Context: an optimization exercise on an open-source flow, tuned for small area. The choices shown serve that exercise and are no tape-out recipe. The RTL of this run was laid out without a check of its function. Power figures rest on the tool's default switching activity, not on a simulated workload.

File: design/flow/flow/run.sh
#!/bin/bash
export BUFFER_PORTS_ARGS="-buffer_cell sky130_fd_sc_hd__buf_1"
bash standard.sh > standard.log 2>&1
File: design/flow/standard.sh
#!/bin/bash
# synth_recipe.tcl (not shown) runs the flow's synth.tcl, then flattens the netlist and writes it again
# the make line also repeats each setting of config.mk as NAME=value (left out here)
make -C /OpenROAD-flow-scripts/flow DESIGN_CONFIG=/design/flow/config.mk WORK_HOME=/design/flow/orfs CLKGATE_MAP_FILE= SYNTH_SCRIPT=/design/flow/synth_recipe.tcl "${@:-finish}"
File: design/flow/config.mk
export PLATFORM = sky130hd
export DESIGN_NAME = rgb_to_ycbcr_444
export DESIGN_NICKNAME = rgb_to_ycbcr_444
export VERILOG_FILES = /design/flow/design.v
export SDC_FILE = /design/flow/constraint.sdc
export NUM_CORES = 4
export LEC_CHECK = 0
export CAP_MARGIN = 20
export CORE_MARGIN = 2
export CORE_UTILIZATION = 60
export CTS_BUF_LIST = sky130_fd_sc_hd__clkbuf_4 sky130_fd_sc_hd__clkbuf_8
export GPL_TIMING_DRIVEN = 0
export SLEW_MARGIN = 20
export SYNTH_HIERARCHICAL = 1
export SYNTH_MINIMUM_KEEP_SIZE = 0
File: design/flow/constraint.sdc
create_clock -name core_clock -period 6.0 [get_ports {in_clock}]
set_input_delay 1.2000 -clock core_clock [delete_from_list [all_inputs] [get_ports {in_clock}]]
set_output_delay 1.2000 -clock core_clock [all_outputs]
set_load 0.01 [all_outputs]
File: design/flow/design.v
module rgb_to_ycbcr_444(
  input wire in_reset,
  input wire in_clock,
  input wire [7:0] in_r,
  input wire [7:0] in_g,
  input wire [7:0] in_b,
  output reg [7:0] out_y,
  output reg [7:0] out_cb,
  output reg [7:0] out_cr
  );
  wire n0 = in_g[0] & in_b[0];
  wire n1, n2;
  ha_cell u_n1 (.a(in_r[0]), .b(in_g[1]), .s(n1), .co(n2));
  wire n3 = (in_b[1] & n0) | (in_b[1] & n1) | (n0 & n1);
  wire n4, n5;
  fa_cell u_n4 (.a(in_r[1]), .b(in_g[2]), .c(in_b[2]), .s(n4), .co(n5));
  wire n6 = (n2 & n4) | (n2 & n3) | (n4 & n3);
  wire n7, n8;
  ha_cell u_n7 (.a(in_r[2]), .b(in_g[3]), .s(n7), .co(n8));
  wire n9, n10;
  fa_cell u_n9 (.a(in_b[3]), .b(in_b[0]), .c(n7), .s(n9), .co(n10));
  wire n11 = (n5 & n9) | (n5 & n6) | (n9 & n6);
  wire n12, n13;
  ha_cell u_n12 (.a(in_r[3]), .b(in_g[4]), .s(n12), .co(n13));
  wire n14, n15;
  fa_cell u_n14 (.a(in_b[4]), .b(in_b[1]), .c(in_b[0]), .s(n14), .co(n15));
  wire n16, n17;
  fa_cell u_n16 (.a(n8), .b(n12), .c(n14), .s(n16), .co(n17));
  wire n18 = (n10 & n16) | (n10 & n11) | (n16 & n11);
  wire n19, n20;
  fa_cell u_n19 (.a(in_r[4]), .b(in_g[5]), .c(in_b[5]), .s(n19), .co(n20));
  wire n21, n22;
  fa_cell u_n21 (.a(in_b[2]), .b(in_b[1]), .c(n13), .s(n21), .co(n22));
  wire n23, n24;
  fa_cell u_n23 (.a(n15), .b(n19), .c(n21), .s(n23), .co(n24));
  wire n25 = (n17 & n23) | (n17 & n18) | (n23 & n18);
  wire n26, n27;
  ha_cell u_n26 (.a(in_r[5]), .b(in_r[0]), .s(n26), .co(n27));
  wire n28, n29;
  fa_cell u_n28 (.a(in_g[6]), .b(in_b[6]), .c(in_b[3]), .s(n28), .co(n29));
  wire n30, n31;
  fa_cell u_n30 (.a(in_b[2]), .b(n26), .c(n20), .s(n30), .co(n31));
  wire n32, n33;
  fa_cell u_n32 (.a(n28), .b(n22), .c(n30), .s(n32), .co(n33));
  wire n34 = (n24 & n32) | (n24 & n25) | (n32 & n25);
  wire n35, n36;
  ha_cell u_n35 (.a(in_r[6]), .b(in_r[1]), .s(n35), .co(n36));
  wire n37, n38;
  fa_cell u_n37 (.a(in_g[7]), .b(in_g[0]), .c(in_b[7]), .s(n37), .co(n38));
  wire n39, n40;
  fa_cell u_n39 (.a(in_b[4]), .b(in_b[3]), .c(n27), .s(n39), .co(n40));
  wire n41, n42;
  fa_cell u_n41 (.a(n35), .b(n29), .c(n37), .s(n41), .co(n42));
  wire n43, n44;
  fa_cell u_n43 (.a(n39), .b(n31), .c(n41), .s(n43), .co(n44));
  wire n45 = (n33 & n43) | (n33 & n34) | (n43 & n34);
  wire n46, n47;
  fa_cell u_n46 (.a(in_r[7]), .b(in_r[2]), .c(in_g[1]), .s(n46), .co(n47));
  wire n48, n49;
  fa_cell u_n48 (.a(in_b[5]), .b(in_b[4]), .c(n36), .s(n48), .co(n49));
  wire n50, n51;
  fa_cell u_n50 (.a(n38), .b(n46), .c(n40), .s(n50), .co(n51));
  wire n52, n53;
  fa_cell u_n52 (.a(n48), .b(n42), .c(n50), .s(n52), .co(n53));
  wire n54, n55;
  fa_cell u_n54 (.a(n44), .b(n52), .c(n45), .s(n54), .co(n55));
  wire n56, n57;
  fa_cell u_n56 (.a(in_r[3]), .b(in_g[2]), .c(in_b[6]), .s(n56), .co(n57));
  wire n58, n59;
  fa_cell u_n58 (.a(in_b[5]), .b(n47), .c(n56), .s(n58), .co(n59));
  wire n60, n61;
  fa_cell u_n60 (.a(n49), .b(n51), .c(n58), .s(n60), .co(n61));
  wire n62, n63;
  fa_cell u_n62 (.a(n53), .b(n60), .c(n55), .s(n62), .co(n63));
  wire n64, n65;
  ha_cell u_n64 (.a(in_r[4]), .b(in_g[3]), .s(n64), .co(n65));
  wire n66, n67;
  fa_cell u_n66 (.a(in_b[7]), .b(in_b[6]), .c(n64), .s(n66), .co(n67));
  wire n68, n69;
  fa_cell u_n68 (.a(n57), .b(n66), .c(n59), .s(n68), .co(n69));
  wire n70, n71;
  fa_cell u_n70 (.a(n61), .b(n68), .c(n63), .s(n70), .co(n71));
  wire n72, n73;
  fa_cell u_n72 (.a(in_r[5]), .b(in_g[4]), .c(in_b[7]), .s(n72), .co(n73));
  wire n74, n75;
  fa_cell u_n74 (.a(n65), .b(n72), .c(n67), .s(n74), .co(n75));
  wire n76;
  xor_cell u_n76 (.a(n74), .b(n69), .y(n76));
  wire n77 = n74 | n69;
  wire n78, n79;
  fa_cell u_n78 (.a(in_r[6]), .b(in_g[5]), .c(n73), .s(n78), .co(n79));
  wire n80, n81;
  fa_cell u_n80 (.a(n78), .b(n75), .c(n77), .s(n80), .co(n81));
  wire n82, n83;
  fa_cell u_n82 (.a(in_r[7]), .b(in_g[6]), .c(n79), .s(n82), .co(n83));
  wire n84 = n76 & ~n71;
  wire n85 = n76 | ~n71;
  wire n86;
  xor_cell u_n86 (.a(n76), .b(n71), .y(n86));
  wire n87 = ~n82 & ~n81;
  wire n88 = ~n82 | ~n81;
  wire n89;
  xor_cell u_n89 (.a(n82), .b(n81), .y(n89));
  wire n90 = ~in_g[7] & ~n83;
  wire n91 = ~in_g[7] | ~n83;
  wire n92;
  xor_cell u_n92 (.a(in_g[7]), .b(n83), .y(n92));
  wire n93 = ~n80 | (1'b1 & n84);
  wire n94 = 1'b1 & n85;
  wire n95 = n90 | (n91 & n87);
  wire n96 = n91 & n88;
  wire n97 = n87 | (n88 & n93);
  wire n98 = n88 & n94;
  wire n99 = n95 | (n96 & n93);
  wire n100 = n96 & n94;
  wire n101 = 1'b0 | (1'b0 & n99);
  wire n102 = 1'b0 & n100;
  wire n103 = n84;
  wire n104;
  xor_cell u_n104 (.a(n80), .b(n103), .y(n104));
  wire n105 = n93;
  wire n106;
  xor_cell u_n106 (.a(n89), .b(n105), .y(n106));
  wire n107 = n97;
  wire n108;
  xor_cell u_n108 (.a(n92), .b(n107), .y(n108));
  wire n109 = n99;
  wire n110;
  xor_cell u_n110 (.a(in_b[0]), .b(in_g[0]), .y(n110));
  wire n111 = ~in_b[0] & in_g[0];
  wire n112, n113;
  fa_cell u_n112 (.a(~in_b[1]), .b(in_g[1]), .c(n111), .s(n112), .co(n113));
  wire n114, n115;
  fa_cell u_n114 (.a(~in_b[2]), .b(in_g[2]), .c(n113), .s(n114), .co(n115));
  wire n116 = in_b[3] & ~in_g[3];
  wire n117 = in_b[3] | ~in_g[3];
  wire n118;
  xor_cell u_n118 (.a(in_b[3]), .b(in_g[3]), .y(n118));
  wire n119 = in_b[4] & ~in_g[4];
  wire n120 = in_b[4] | ~in_g[4];
  wire n121;
  xor_cell u_n121 (.a(in_b[4]), .b(in_g[4]), .y(n121));
  wire n122 = in_b[5] & ~in_g[5];
  wire n123 = in_b[5] | ~in_g[5];
  wire n124;
  xor_cell u_n124 (.a(in_b[5]), .b(in_g[5]), .y(n124));
  wire n125 = in_b[6] & ~in_g[6];
  wire n126 = in_b[6] | ~in_g[6];
  wire n127;
  xor_cell u_n127 (.a(in_b[6]), .b(in_g[6]), .y(n127));
  wire n128 = in_b[7] & ~in_g[7];
  wire n129 = in_b[7] | ~in_g[7];
  wire n130;
  xor_cell u_n130 (.a(in_b[7]), .b(in_g[7]), .y(n130));
  wire n131 = n116 | (n117 & ~n115);
  wire n132 = n119 | (n120 & n131);
  wire n133 = n120 & n117;
  wire n134 = n125 | (n126 & n122);
  wire n135 = n126 & n123;
  wire n136 = n122 | (n123 & n132);
  wire n137 = n123 & n133;
  wire n138 = n134 | (n135 & n132);
  wire n139 = n135 & n133;
  wire n140 = n128 | (n129 & n138);
  wire n141 = n129 & n139;
  wire n142;
  xor_cell u_n142 (.a(n118), .b(n115), .y(n142));
  wire n143 = n131;
  wire n144;
  xor_cell u_n144 (.a(n121), .b(n143), .y(n144));
  wire n145 = n132;
  wire n146;
  xor_cell u_n146 (.a(n124), .b(n145), .y(n146));
  wire n147 = n136;
  wire n148;
  xor_cell u_n148 (.a(n127), .b(n147), .y(n148));
  wire n149 = n138;
  wire n150;
  xor_cell u_n150 (.a(n130), .b(n149), .y(n150));
  wire n151 = n140;
  wire n152;
  xor_cell u_n152 (.a(in_r[0]), .b(in_g[0]), .y(n152));
  wire n153 = ~in_r[0] & in_g[0];
  wire n154, n155;
  fa_cell u_n154 (.a(~in_r[1]), .b(in_g[1]), .c(n153), .s(n154), .co(n155));
  wire n156, n157;
  fa_cell u_n156 (.a(~in_r[2]), .b(in_g[2]), .c(n155), .s(n156), .co(n157));
  wire n158 = in_r[3] & ~in_g[3];
  wire n159 = in_r[3] | ~in_g[3];
  wire n160;
  xor_cell u_n160 (.a(in_r[3]), .b(in_g[3]), .y(n160));
  wire n161 = in_r[4] & ~in_g[4];
  wire n162 = in_r[4] | ~in_g[4];
  wire n163;
  xor_cell u_n163 (.a(in_r[4]), .b(in_g[4]), .y(n163));
  wire n164 = in_r[5] & ~in_g[5];
  wire n165 = in_r[5] | ~in_g[5];
  wire n166;
  xor_cell u_n166 (.a(in_r[5]), .b(in_g[5]), .y(n166));
  wire n167 = in_r[6] & ~in_g[6];
  wire n168 = in_r[6] | ~in_g[6];
  wire n169;
  xor_cell u_n169 (.a(in_r[6]), .b(in_g[6]), .y(n169));
  wire n170 = in_r[7] & ~in_g[7];
  wire n171 = in_r[7] | ~in_g[7];
  wire n172;
  xor_cell u_n172 (.a(in_r[7]), .b(in_g[7]), .y(n172));
  wire n173 = n158 | (n159 & ~n157);
  wire n174 = n161 | (n162 & n173);
  wire n175 = n162 & n159;
  wire n176 = n167 | (n168 & n164);
  wire n177 = n168 & n165;
  wire n178 = n164 | (n165 & n174);
  wire n179 = n165 & n175;
  wire n180 = n176 | (n177 & n174);
  wire n181 = n177 & n175;
  wire n182 = n170 | (n171 & n180);
  wire n183 = n171 & n181;
  wire n184;
  xor_cell u_n184 (.a(n160), .b(n157), .y(n184));
  wire n185 = n173;
  wire n186;
  xor_cell u_n186 (.a(n163), .b(n185), .y(n186));
  wire n187 = n174;
  wire n188;
  xor_cell u_n188 (.a(n166), .b(n187), .y(n188));
  wire n189 = n178;
  wire n190;
  xor_cell u_n190 (.a(n169), .b(n189), .y(n190));
  wire n191 = n180;
  wire n192;
  xor_cell u_n192 (.a(n172), .b(n191), .y(n192));
  wire n193 = n182;
  wire n194 = n152 & n156;
  wire n195, n196;
  fa_cell u_n195 (.a(~n110), .b(n154), .c(n184), .s(n195), .co(n196));
  wire n197 = n194 & ~n195;
  wire n198, n199;
  fa_cell u_n198 (.a(~n152), .b(n112), .c(n156), .s(n198), .co(n199));
  wire n200, n201;
  fa_cell u_n200 (.a(~n186), .b(n198), .c(n196), .s(n200), .co(n201));
  wire n202, n203;
  fa_cell u_n202 (.a(n154), .b(n114), .c(~n184), .s(n202), .co(n203));
  wire n204, n205;
  fa_cell u_n204 (.a(n199), .b(~n188), .c(n202), .s(n204), .co(n205));
  wire n206, n207;
  fa_cell u_n206 (.a(n110), .b(n156), .c(~n142), .s(n206), .co(n207));
  wire n208, n209;
  fa_cell u_n208 (.a(n186), .b(n203), .c(n206), .s(n208), .co(n209));
  wire n210, n211;
  fa_cell u_n210 (.a(~n190), .b(n205), .c(n208), .s(n210), .co(n211));
  wire n212, n213;
  fa_cell u_n212 (.a(n112), .b(n184), .c(~n144), .s(n212), .co(n213));
  wire n214, n215;
  fa_cell u_n214 (.a(n207), .b(n188), .c(~n192), .s(n214), .co(n215));
  wire n216, n217;
  fa_cell u_n216 (.a(~n212), .b(n209), .c(n214), .s(n216), .co(n217));
  wire n218;
  xor_cell u_n218 (.a(n114), .b(n186), .y(n218));
  wire n219 = ~n114 & n186;
  wire n220, n221;
  fa_cell u_n220 (.a(~n146), .b(n218), .c(n213), .s(n220), .co(n221));
  wire n222, n223;
  fa_cell u_n222 (.a(n193), .b(n190), .c(n215), .s(n222), .co(n223));
  wire n224, n225;
  fa_cell u_n224 (.a(~n220), .b(n217), .c(n222), .s(n224), .co(n225));
  wire n226, n227;
  ha_cell u_n226 (.a(n142), .b(n219), .s(n226), .co(n227));
  wire n228, n229;
  fa_cell u_n228 (.a(n188), .b(n226), .c(n148), .s(n228), .co(n229));
  wire n230, n231;
  fa_cell u_n230 (.a(n192), .b(~n221), .c(n228), .s(n230), .co(n231));
  wire n232;
  xor_cell u_n232 (.a(n223), .b(n230), .y(n232));
  wire n233 = n223 | n230;
  wire n234, n235;
  fa_cell u_n234 (.a(~n144), .b(n227), .c(n150), .s(n234), .co(n235));
  wire n236, n237;
  fa_cell u_n236 (.a(~n193), .b(n190), .c(n229), .s(n236), .co(n237));
  wire n238, n239;
  fa_cell u_n238 (.a(n234), .b(n231), .c(n236), .s(n238), .co(n239));
  wire n240, n241;
  fa_cell u_n240 (.a(n146), .b(n151), .c(~n192), .s(n240), .co(n241));
  wire n242, n243;
  fa_cell u_n242 (.a(n235), .b(~n240), .c(n237), .s(n242), .co(n243));
  wire n244, n245;
  fa_cell u_n244 (.a(n148), .b(n193), .c(n241), .s(n244), .co(n245));
  wire n246;
  xor_cell u_n246 (.a(n150), .b(n245), .y(n246));
  wire n247 = n150 | n245;
  wire n248;
  xor_cell u_n248 (.a(n151), .b(n247), .y(n248));
  wire n249 = n197 & ~n200;
  wire n250 = n197 | ~n200;
  wire n251 = ~n201 & ~n204;
  wire n252 = ~n201 | ~n204;
  wire n253 = ~n211 & ~n216;
  wire n254 = ~n211 | ~n216;
  wire n255;
  xor_cell u_n255 (.a(n211), .b(n216), .y(n255));
  wire n256 = n232 & ~n225;
  wire n257 = n232 | ~n225;
  wire n258;
  xor_cell u_n258 (.a(n232), .b(n225), .y(n258));
  wire n259 = ~n233 & ~n238;
  wire n260 = ~n233 | ~n238;
  wire n261;
  xor_cell u_n261 (.a(n233), .b(n238), .y(n261));
  wire n262 = ~n239 & ~n242;
  wire n263 = ~n239 | ~n242;
  wire n264;
  xor_cell u_n264 (.a(n239), .b(n242), .y(n264));
  wire n265 = n244 & ~n243;
  wire n266 = n244 | ~n243;
  wire n267;
  xor_cell u_n267 (.a(n244), .b(n243), .y(n267));
  wire n268 = n251 | (n252 & n249);
  wire n269 = n252 & n250;
  wire n270 = n253 | (n254 & ~n210);
  wire n271 = n254 & 1'b1;
  wire n272 = n256 | (n257 & 1'b0);
  wire n273 = n257 & ~n224;
  wire n274 = n262 | (n263 & n259);
  wire n275 = n263 & n260;
  wire n276 = 1'b0 | (~n246 & n265);
  wire n277 = ~n246 & n266;
  wire n278 = ~n210 | (1'b1 & n268);
  wire n279 = 1'b1 & n269;
  wire n280 = n270 | (n271 & n268);
  wire n281 = n271 & n269;
  wire n282 = n259 | (n260 & n272);
  wire n283 = n260 & n273;
  wire n284 = n274 | (n275 & n272);
  wire n285 = n275 & n273;
  wire n286 = 1'b0 | (n248 & n276);
  wire n287 = n248 & n277;
  wire n288 = 1'b0 | (~n224 & n280);
  wire n289 = ~n224 & n281;
  wire n290 = n272 | (n273 & n280);
  wire n291 = n273 & n281;
  wire n292 = n282 | (n283 & n280);
  wire n293 = n283 & n281;
  wire n294 = n284 | (n285 & n280);
  wire n295 = n285 & n281;
  wire n296 = n265 | (n266 & n294);
  wire n297 = n266 & n295;
  wire n298 = n276 | (n277 & n294);
  wire n299 = n277 & n295;
  wire n300 = n286 | (n287 & n294);
  wire n301 = n287 & n295;
  wire n302 = n278;
  wire n303;
  xor_cell u_n303 (.a(n255), .b(n302), .y(n303));
  wire n304 = n280;
  wire n305;
  xor_cell u_n305 (.a(n224), .b(n304), .y(n305));
  wire n306 = n288;
  wire n307;
  xor_cell u_n307 (.a(n258), .b(n306), .y(n307));
  wire n308 = n290;
  wire n309;
  xor_cell u_n309 (.a(n261), .b(n308), .y(n309));
  wire n310 = n292;
  wire n311;
  xor_cell u_n311 (.a(n264), .b(n310), .y(n311));
  wire n312 = n294;
  wire n313;
  xor_cell u_n313 (.a(n267), .b(n312), .y(n313));
  wire n314 = n296;
  wire n315;
  xor_cell u_n315 (.a(n246), .b(n314), .y(n315));
  wire n316 = n298;
  wire n317;
  xor_cell u_n317 (.a(n248), .b(n316), .y(n317));
  wire n318;
  xor_cell u_n318 (.a(n110), .b(n112), .y(n318));
  wire n319 = ~n110 & n112;
  wire n320, n321;
  ha_cell u_n320 (.a(n319), .b(n114), .s(n320), .co(n321));
  wire n322;
  xor_cell u_n322 (.a(n152), .b(n110), .y(n322));
  wire n323 = n152 | n110;
  wire n324, n325;
  fa_cell u_n324 (.a(n322), .b(~n142), .c(n321), .s(n324), .co(n325));
  wire n326, n327;
  fa_cell u_n326 (.a(~n323), .b(n154), .c(n112), .s(n326), .co(n327));
  wire n328, n329;
  fa_cell u_n328 (.a(n326), .b(n144), .c(n325), .s(n328), .co(n329));
  wire n330, n331;
  fa_cell u_n330 (.a(n156), .b(n114), .c(n327), .s(n330), .co(n331));
  wire n332, n333;
  fa_cell u_n332 (.a(n330), .b(n146), .c(n329), .s(n332), .co(n333));
  wire n334, n335;
  fa_cell u_n334 (.a(~n152), .b(n184), .c(n142), .s(n334), .co(n335));
  wire n336, n337;
  fa_cell u_n336 (.a(n331), .b(~n334), .c(n148), .s(n336), .co(n337));
  wire n338, n339;
  fa_cell u_n338 (.a(~n154), .b(n186), .c(n144), .s(n338), .co(n339));
  wire n340, n341;
  fa_cell u_n340 (.a(~n335), .b(n150), .c(n338), .s(n340), .co(n341));
  wire n342;
  xor_cell u_n342 (.a(n156), .b(n188), .y(n342));
  wire n343 = ~n156 & n188;
  wire n344, n345;
  fa_cell u_n344 (.a(n146), .b(n339), .c(~n151), .s(n344), .co(n345));
  wire n346;
  xor_cell u_n346 (.a(n342), .b(n341), .y(n346));
  wire n347 = n342 & ~n341;
  wire n348, n349;
  ha_cell u_n348 (.a(n184), .b(n343), .s(n348), .co(n349));
  wire n350, n351;
  fa_cell u_n350 (.a(n190), .b(n148), .c(n348), .s(n350), .co(n351));
  wire n352;
  xor_cell u_n352 (.a(n345), .b(n347), .y(n352));
  wire n353 = ~n345 & n347;
  wire n354;
  xor_cell u_n354 (.a(n186), .b(n192), .y(n354));
  wire n355 = ~n186 & n192;
  wire n356, n357;
  fa_cell u_n356 (.a(n150), .b(n349), .c(~n354), .s(n356), .co(n357));
  wire n358, n359;
  fa_cell u_n358 (.a(n351), .b(n356), .c(~n353), .s(n358), .co(n359));
  wire n360;
  xor_cell u_n360 (.a(n188), .b(n193), .y(n360));
  wire n361 = n188 | n193;
  wire n362, n363;
  fa_cell u_n362 (.a(~n151), .b(n355), .c(n360), .s(n362), .co(n363));
  wire n364;
  xor_cell u_n364 (.a(n357), .b(n362), .y(n364));
  wire n365 = n357 | n362;
  wire n366, n367;
  fa_cell u_n366 (.a(n190), .b(n361), .c(~n363), .s(n366), .co(n367));
  wire n368;
  xor_cell u_n368 (.a(n192), .b(n367), .y(n368));
  wire n369 = n192 | n367;
  wire n370;
  xor_cell u_n370 (.a(n193), .b(n369), .y(n370));
  wire n371 = ~n333 & ~n336;
  wire n372 = ~n333 | ~n336;
  wire n373 = ~n337 & ~n340;
  wire n374 = ~n337 | ~n340;
  wire n375;
  xor_cell u_n375 (.a(n337), .b(n340), .y(n375));
  wire n376 = ~n344 & ~n346;
  wire n377 = ~n344 | ~n346;
  wire n378;
  xor_cell u_n378 (.a(n344), .b(n346), .y(n378));
  wire n379 = ~n350 & ~n352;
  wire n380 = ~n350 | ~n352;
  wire n381;
  xor_cell u_n381 (.a(n350), .b(n352), .y(n381));
  wire n382 = n364 & ~n359;
  wire n383 = n364 | ~n359;
  wire n384;
  xor_cell u_n384 (.a(n364), .b(n359), .y(n384));
  wire n385 = ~n365 & n366;
  wire n386 = ~n365 | n366;
  wire n387;
  xor_cell u_n387 (.a(n365), .b(n366), .y(n387));
  wire n388 = 1'b0 | (~n320 & 1'b0);
  wire n389 = ~n320 & n318;
  wire n390 = ~n328 | (1'b1 & 1'b0);
  wire n391 = 1'b1 & ~n324;
  wire n392 = n371 | (n372 & ~n332);
  wire n393 = n372 & 1'b1;
  wire n394 = n376 | (n377 & n373);
  wire n395 = n377 & n374;
  wire n396 = 1'b0 | (~n358 & n379);
  wire n397 = ~n358 & n380;
  wire n398 = n385 | (n386 & n382);
  wire n399 = n386 & n383;
  wire n400 = 1'b0 | (n370 & 1'b0);
  wire n401 = n370 & ~n368;
  wire n402 = 1'b0 | (~n324 & n388);
  wire n403 = ~n324 & n389;
  wire n404 = n390 | (n391 & n388);
  wire n405 = n391 & n389;
  wire n406 = n373 | (n374 & n392);
  wire n407 = n374 & n393;
  wire n408 = n394 | (n395 & n392);
  wire n409 = n395 & n393;
  wire n410 = n382 | (n383 & n396);
  wire n411 = n383 & n397;
  wire n412 = n398 | (n399 & n396);
  wire n413 = n399 & n397;
  wire n414 = ~n332 | (1'b1 & n404);
  wire n415 = 1'b1 & n405;
  wire n416 = n392 | (n393 & n404);
  wire n417 = n393 & n405;
  wire n418 = n406 | (n407 & n404);
  wire n419 = n407 & n405;
  wire n420 = n408 | (n409 & n404);
  wire n421 = n409 & n405;
  wire n422 = 1'b0 | (~n368 & n412);
  wire n423 = ~n368 & n413;
  wire n424 = n400 | (n401 & n412);
  wire n425 = n401 & n413;
  wire n426 = n379 | (n380 & n420);
  wire n427 = n380 & n421;
  wire n428 = n396 | (n397 & n420);
  wire n429 = n397 & n421;
  wire n430 = n410 | (n411 & n420);
  wire n431 = n411 & n421;
  wire n432 = n412 | (n413 & n420);
  wire n433 = n413 & n421;
  wire n434 = n422 | (n423 & n420);
  wire n435 = n423 & n421;
  wire n436 = n424 | (n425 & n420);
  wire n437 = n425 & n421;
  wire n438 = n416;
  wire n439;
  xor_cell u_n439 (.a(n375), .b(n438), .y(n439));
  wire n440 = n418;
  wire n441;
  xor_cell u_n441 (.a(n378), .b(n440), .y(n441));
  wire n442 = n420;
  wire n443;
  xor_cell u_n443 (.a(n381), .b(n442), .y(n443));
  wire n444 = n426;
  wire n445;
  xor_cell u_n445 (.a(n358), .b(n444), .y(n445));
  wire n446 = n428;
  wire n447;
  xor_cell u_n447 (.a(n384), .b(n446), .y(n447));
  wire n448 = n430;
  wire n449;
  xor_cell u_n449 (.a(n387), .b(n448), .y(n449));
  wire n450 = n432;
  wire n451;
  xor_cell u_n451 (.a(n368), .b(n450), .y(n451));
  wire n452 = n434;
  wire n453;
  xor_cell u_n453 (.a(n370), .b(n452), .y(n453));
  wire [7:0] y_d = {~(n109), ~(n108), ~(n106), ~(n104), ~(~n86), ~(~n70), ~(~n62), ~(~n54)};
  wire [7:0] cb_d = {~(n317), ~(~n315), ~(~n313), ~(n311), ~(n309), ~(~n307), ~(~n305), ~(n303)};
  wire [7:0] cr_d = {~(n453), ~(~n451), ~(~n449), ~(~n447), ~(~n445), ~(n443), ~(n441), ~(n439)};
  always @(posedge in_clock) begin
    if (in_reset) begin
      out_y <= 8'd0;
      out_cb <= 8'd0;
      out_cr <= 8'd0;
    end else begin
      out_y <= y_d;
      out_cb <= cb_d;
      out_cr <= cr_d;
    end
  end
endmodule
module fa_cell(input wire a, input wire b, input wire c, output wire s, output wire co);
  assign s = a ^ b ^ c;
  assign co = (a & b) | (a & c) | (b & c);
endmodule
module ha_cell(input wire a, input wire b, output wire s, output wire co);
  assign s = a ^ b;
  assign co = a & b;
endmodule
module xor_cell(input wire a, input wire b, output wire y);
  assign y = a ^ b;
endmodule
==> results.sh <==
export IMPL_track_usage_pct=25.3
export IMPL_status="finished clean"
export IMPL_cts_root_buf="clkbuf_8"
export IMPL_max_cap_viol_count=0
export IMPL_netlist_area_mm2=0.00358
export IMPL_clkTransAtPathRegs_ps=90
export IMPL_grt_pass1_vias=2679
export IMPL_critPathTopFamily="adder cells"
export IMPL_layoutNonFillerInstCount=490
export IMPL_initial_utilization_pct=61.2
export IMPL_post_route_period_util_pct=99.0
export IMPL_crit_type="primary input to register"
export IMPL_syn_num_nets=455
export IMPL_grt_pass1_wl_mm=12.5
export IMPL_via_count=2586
export IMPL_drt_vias_per_instance=5.28
export IMPL_cts_buffers=3
export IMPL_grt_antenna_before_repair=0
export IMPL_worstPathArrival_ps=6080
export IMPL_worstSetupPathDepth=21
export IMPL_period_needed_ps=5940
export IMPL_io_buffers=49
export IMPL_drt_first_pass_iters=4
export IMPL_wire_per_inst_um=15.8
export IMPL_required_ps=6140
export IMPL_seq_area_frac_synth_pct=13.4
export IMPL_hold_path_class="primary input to register"
export IMPL_cts_sinks=24
export IMPL_pwr_density_cell_mw_per_mm2=574
export IMPL_grtUsageMet3_pct=2.67
export IMPL_fmax_ghz=0.168
export IMPL_gp_congestion=0.866
export IMPL_cp_slowest_stage_delay_ps=580
export IMPL_areaGrowthSynthToFinish_pct=20.1
export IMPL_start_kind="primary input"
export IMPL_synth_top_cell_area_share_pct=40.3
export IMPL_core_area_mm2=0.00585
export IMPL_dp_cells=472
export IMPL_antenna_cells=0
export IMPL_rows=28
export IMPL_ys_ff_latch=24
export IMPL_synth_edf_count=0
export IMPL_cp_max_fo=4
export IMPL_crit_buf_inv=3
export IMPL_syn_avg_cell_area_um2=10.3
export IMPL_fp_dieW_um=81.3
export IMPL_yosysWarnings=7
export IMPL_worstHoldPathCells=2
export IMPL_finalNetCount=523
export IMPL_synthCells=348
export IMPL_final_antenna_net_count=0
export IMPL_grt_busiest_layer="met2"
export IMPL_hold_violations=0
export IMPL_placed_cell_area_mm2=0.00389
export IMPL_report_final_slew_viol_count=0
export IMPL_cpMostUsedCell="fa_2"
export IMPL_wirelength_mm=7.74
export IMPL_final_common_cell="fa_1"
export IMPL_use_met2_pct=49.0
export IMPL_cts_buffer_depth=2
export IMPL_max_slew_margin_rel_pct=56.5
export IMPL_cts_tree="built"
export IMPL_worst_setup_path_end_kind="register"
export IMPL_synth_area_leader_cell="fa_1"
export IMPL_ctsHoldBuffers=0
export IMPL_cts_max_level=1
export IMPL_leakage_nw=1.81
export IMPL_synth_area_leaders="fa_1 40%, xor2_1 17%, dfxtp_1 13%"
export IMPL_dieArea_mm2=0.00660
export IMPL_drt_iter0_drc=98
export IMPL_dpl_hpwl_mm=6.24
export IMPL_setup_viol=0
export IMPL_layout_common_cells="66 x fa_1, 59 x xor2_1, 45 x buf_1"
export IMPL_drcViolationCount=0
export IMPL_grtUsageMet1_pct=31.5
export IMPL_max_slew_worst_pin_slew_ps=650
export IMPL_die_h_um=81.3
export IMPL_ys_flop_type="dfxtp_1"
export IMPL_finalInstanceArea_mm2=0.00430
export IMPL_num_io_pins=50
export IMPL_rsz0062_at_grt="yes"
export IMPL_grt_overflow_total=0
export IMPL_critPathSlowestCell="fa_2"
export IMPL_grt_max_degree=15
export IMPL_drive_gt1_share_pct=15.4
export IMPL_peakVddDrop_uv=495
export IMPL_yosys_cell_types_count=38
export IMPL_ys_async_sr_fraction_pct=0
export IMPL_cp_cell_sequence="buf_12 > nor2b_4 > fa_2 > fa_2 > nand2b_4 > a221o_1 > a31oi_4 > o21ai_4 > nand2_2 > xor2_4 > inv_2 > fa_2 > fa_1 > fa_2 > a21oi_2 > nand3_1 > o21ai_2 > buf_4 > maj3_2 > xor2_1 > nor2b_1"
layer usage:
metal | share of wire [%] | vias to the layer above
met1 | 43 | 1301
li1 | - | 1231
met2 | 55 | 50
met4 | 0.30 | 0
met5 | 0 | -
met3 | 2.1 | 4
modules after synthesis (local to each module, per instance):
module | times used | cell area, um2
rgb_to_ycbcr_444 | 1 | 1430
fa_cell | 72 | 20.0
ha_cell | 9 | 12.5
xor_cell | 68 | 8.76
sequential cells by signal, indices dropped and copies added (netlist names):
register  cells
out_cb        8
out_y         8
out_cr        8
report_power, final:
part	switching, W	internal (W)
clock network	0.0000529	0.0000891
logic	0.00110	0.000975
registers	0.0000138	0.000241
total	0.00117	0.00130
stage by stage:
step	utilization, %	power (W)	hold WS, ps	worst slack [ps]	TNS [ps]
floorplan	-	0.00178	1270	37.1	0
global placement	66.5	0.00211	1560	-634	-3020
detailed placement	66.5	0.00215	1560	-738	-3520
CTS	69.5	0.00237	1280	-4.97	-4.97
global route	73.5	0.00273	1320	-92.5	-253
finish	73.5	0.00247	1290	60.2	0
cells by family (layout without fill, tap and decap cells):
group | count (synthesis) | after routing | share of synthesized area (%)
buffers and inverters | 43 | 110 | 4.51
xor gates and xnor gates | 68 | 68 | 16.6
adders and majority gates | 91 | 91 | 46.3
DFF | 24 | 24 | 13.4
AOI/OAI and AO/OA | 40 | 40 | 7.55
and+or+nand+nor | 82 | 82 | 11.6
path summary, 6_finish.rpt:
kind / start / end
setup / recovery: in_g[0] / out_cb[5]
hold / removal: in_reset / out_y[3]
synthesized netlist by cell type, drive strengths merged, types with 2 or more instances:
master and n:
ha 9, xor2 68, a22oi 2, maj3 10, a31o 2, nand2 8
a211o 2, nor2b 22, fa 72, nor3 2, a31oi 4, nand2b 8
o21ai 7, inv 41, or2 6, dfxtp 24, o31ai 3, and2 3
a21oi 8, nor2 29, clkbuf 2, nor4 3, a211oi 2
what timing repair did:
item,in CTS,in global routing
pin swaps,7,16
resized for setup,14,32
hold endpoints to repair,0,0
buffers inserted,5,9
setup endpoints to repair,5,5
area by class of cell:
type,count,area (um2)
timing repair buffer,63,315
sequential,24,480
fill,445,1550
buffer,2,7.51
inverter,41,154
clock inverter,1,30.0
tap,75,93.8
clock buffer,3,41.3
multi-input combinational,281,3180

-- port drivers added, routing unchanged --
The results above use ideal ports. As a check the final layout listed here was re-extracted and re-timed, cells and wires unchanged.
Step 1 sets driving cells, clkbuf_16 on the clock port and buf_2 on the other inputs (assumed; they add their load-dependent delay and slew).
Step 2 also shifts input and output timing later by t, the mid clock arrival at the registers, as if the neighbouring blocks saw the same clock.
Slacks: ideal / step 1 / step 2; pairs: ideal / step 1.
t, ns: 0.288
setup slack, ns: 0.060 / 0.032 / -0.256
worst slew at a driven data input, ns: 0.07
Met with ideal ports but missed after step 2: setup timing in this run. The setup slack of this run moves by -0.028 ns with the drivers and by -0.316 ns with both steps.
